What follows belongs to an exercise in optimizing a design on an open flow for small area, a short achievable clock period and few clock cycles per item; a production flow would make more cautious choices.
Only simulation tests tie the RTL to the original design; equivalence was not proved.

lane 1:
==> module magma_enc, before the edit <==
module magma_enc(
    input  clk,
    input  rst,
    input  start,
    input  [255:0] key,
    input  [63:0] block_in,
    output ready,
    output reg valid,
    output [31:0] data,
    output [31:0] data_out
);
reg [3:0]  space[0:127];
initial begin
    $readmemh("table.hex", space);
end
reg [31:0] kr0, kr1, kr2, kr3, kr4, kr5, kr6, kr7;
reg [31:0] rk;
reg [31:0] a1, a0;
reg [4:0]  cnt;
reg        busy;
assign ready = !busy;
assign data_out = a0;
assign data     = a1;
wire [7:0]  gen, prop;
wire [31:0] t0, t1;
genvar n;
generate
    for (n = 0; n < 8; n = n + 1) begin : nib
        wire [3:0] x = a0[4*n+3:4*n];
        wire [3:0] k = rk[4*n+3:4*n];
        wire [3:0] gg = x & k;
        wire [3:0] tt = x | k;
        wire [3:0] pp = x ^ k;
        wire [3:0] s, s1;
        assign s[0]  = pp[0];
        assign s[1]  = pp[1] ^ gg[0];
        assign s[2]  = pp[2] ^ (gg[1] | tt[1] & x[0] & k[0]);
        assign s[3]  = pp[3] ^ (gg[2] | tt[2] & x[1] & k[1] | tt[2] & tt[1] & x[0] & k[0]);
        assign s1[0] = ~pp[0];
        assign s1[1] = pp[1] ^ tt[0];
        assign s1[2] = pp[2] ^ (gg[1] | tt[1] & (x[0] | k[0]));
        assign s1[3] = pp[3] ^ (gg[2] | tt[2] & x[1] & k[1] | tt[2] & tt[1] & (x[0] | k[0]));
        assign gen[n]  = gg[3] | tt[3] & gg[2] | tt[3] & tt[2] & gg[1] | tt[3] & tt[2] & tt[1] & gg[0];
        assign prop[n] = gg[3] | tt[3] & gg[2] | tt[3] & tt[2] & gg[1] | tt[3] & tt[2] & tt[1] & tt[0];
        assign t0[4*n+3:4*n] = space[{3'd7 - n[2:0], s}];
        assign t1[4*n+3:4*n] = space[{3'd7 - n[2:0], s1}];
    end
endgenerate
wire [7:0] cin;
assign cin[0] = 1'b0;
generate
    for (n = 1; n < 8; n = n + 1) begin : cy
        wire [n-1:0] term;
        genvar j;
        for (j = 0; j < n; j = j + 1) begin : tm
            if (j == n - 1) begin : last
                assign term[j] = gen[j];
            end else begin : mid
                assign term[j] = gen[j] & (&prop[n-1:j+1]);
            end
        end
        assign cin[n] = |term;
    end
endgenerate
wire [31:0] sb;
generate
    for (n = 0; n < 8; n = n + 1) begin : sel
        assign sb[4*n+3:4*n] = cin[n] ? t1[4*n+3:4*n] : t0[4*n+3:4*n];
    end
endgenerate
wire [31:0] g = {sb[20:0], sb[31:21]};
reg [31:0] rk_next;
always @(*) begin
    if (cnt < 5'd23)
        rk_next = kr1;
    else
        case (cnt[1:0])
            2'd3: rk_next = kr0;    
            2'd0: rk_next = kr6;    
            2'd1: rk_next = kr4;    
            default: rk_next = kr2;  
        endcase
end
always @(posedge clk) begin
    if (!busy) begin
        kr0 <= key[255:224];
        kr1 <= key[223:192];
        kr2 <= key[191:160];
        kr3 <= key[159:128];
        kr4 <= key[127:96];
        kr5 <= key[95:64];
        kr6 <= key[63:32];
        kr7 <= key[31:0];
        rk  <= key[255:224];
        a1  <= block_in[63:32];
        a0  <= block_in[31:0];
        cnt <= 5'd0;
    end else begin
        kr0 <= kr1;
        kr1 <= kr2;
        kr2 <= kr3;
        kr3 <= kr4;
        kr4 <= kr5;
        kr5 <= kr6;
        kr6 <= kr7;
        kr7 <= kr0;
        rk  <= rk_next;
        a1  <= a0;
        a0  <= a1 ^ g;
        cnt <= cnt + 5'd1;
    end
end
always @(posedge clk) begin
    if (rst) begin
        busy  <= 1'b0;
        valid <= 1'b0;
    end else begin
        valid <= busy && (cnt == 5'd31);
        if (!busy)
            busy <= start;
        else if (cnt == 5'd31)
            busy <= 1'b0;
    end
end
endmodule
export LEC_CHECK = 0
export CAP_MARGIN = 20
export CORE_MARGIN = 2
export CORE_UTILIZATION = 55
export CTS_CLUSTER_DIAMETER = 100
export CTS_CLUSTER_SIZE = 24
export PLACE_DENSITY = 0.7
export SETUP_SLACK_MARGIN = 3.5
export SLEW_MARGIN = 20
create_clock -name core_clock -period 6.0 [get_ports {clk}]
standard.sh (not shown) runs the stock make flow with config.mk's settings and CLKGATE_MAP_FILE= SYNTH_SCRIPT=/design/flow/synth_recipe.tcl, a recipe that flattens the netlist after the stock synthesis.
==> flow/flow/run.sh <==
#!/bin/bash
cp standard.sh standard_sh.txt
export BUFFER_PORTS_ARGS="-buffer_cell sky130_fd_sc_hd__buf_1"
bash standard.sh > standard.log 2>&1
Testbench counts of lane 1, summed over its fixed seeds: cycles 25,344, items 768.
Input changes introduced in lane 2 (baseline for comparison: lane 1):
diff --git a/flow/design.v b/flow/design.v
--- a/flow/design.v
+++ b/flow/design.v
@@ -63,11 +63,15 @@
     end
 endgenerate
-wire [31:0] sb;
+wire [31:0] a1r = {a1[10:0], a1[31:11]};
+wire [31:0] blr = {block_in[10:0], block_in[31:11]};
+wire [31:0] v0 = busy ? (a1r ^ t0) : blr;
+wire [31:0] v1 = busy ? (a1r ^ t1) : blr;
+wire [31:0] sbx;
 generate
     for (n = 0; n < 8; n = n + 1) begin : sel
-        assign sb[4*n+3:4*n] = cin[n] ? t1[4*n+3:4*n] : t0[4*n+3:4*n];
+        assign sbx[4*n+3:4*n] = cin[n] ? v1[4*n+3:4*n] : v0[4*n+3:4*n];
     end
 endgenerate
-wire [31:0] g = {sb[20:0], sb[31:21]};
+wire [31:0] a0_next = {sbx[20:0], sbx[31:21]};
 reg [31:0] rk_next;
 always @(*) begin
@@ -94,5 +98,4 @@
         rk  <= key[255:224];
         a1  <= block_in[63:32];
-        a0  <= block_in[31:0];
         cnt <= 5'd0;
     end else begin
@@ -107,7 +110,9 @@
         rk  <= rk_next;
         a1  <= a0;
-        a0  <= a1 ^ g;
         cnt <= cnt + 5'd1;
     end
+end
+always @(posedge clk) begin
+    a0 <= a0_next;
 end
 always @(posedge clk) begin
[summary]
- Lane 2: antenna diode instance count 7 below lane 1
- After detailed routing, lane 1 needs more wire than lane 2.
- Lane 1 → lane 2: well-tap cell count rose 40, number of logic stages on the critical path including buffering decreased by 1 relative to the old numbers, measured slew at the worst slew-check pin increased by 88 ps relative to the old numbers.
- Across lane 1 and lane 2, the outcome is the same: a clean finish for every run.
- On vias after detailed routing: lane 2 sits above lane 1.
- Lane 2 vs lane 1, startpoint of the most critical setup path: a0[17]$_DFF_P_ vs a0[10]$_DFF_P_
- The run showing the greater shortest period the worst path allows is lane 1.
Testbench counts of lane 2, summed over its fixed seeds: cycles 25,344, items 768.

## afterwards: timing with drivers on the ports
In the flow no input, the clock included, has a driving cell. The finished layouts below were timed again as built, in two steps. Step 1 (the two cells are an assumption about what drives the block):
set clk [get_ports {clk}]
set_driving_cell -lib_cell sky130_fd_sc_hd__clkbuf_16 $clk
set_driving_cell -lib_cell sky130_fd_sc_hd__buf_2 [delete_from_list [all_inputs] $clk]
Step 2 times the ports against the registers' clock, not the clock port: input delays grow and output delays shrink by t, the midpoint of the rising clock arrivals with the driver on. Three values: ideal ports, drivers, drivers and shift; two values: the first two.
run | t (ns) | slack for setup (ns) | worst register clock-pin slew, ns | worst data-port slew with drivers (ns) | pins driven straight from the clock port
lane 1 | 0.589 | 3.284 / 3.284 / 3.284 | 0.10 / 0.10 | 0.10 | 1
lane 2 | 0.565 | 3.385 / 3.385 / 3.385 | 0.10 / 0.10 | 0.08 | 1
After both steps setup and hold are still met in every run listed.
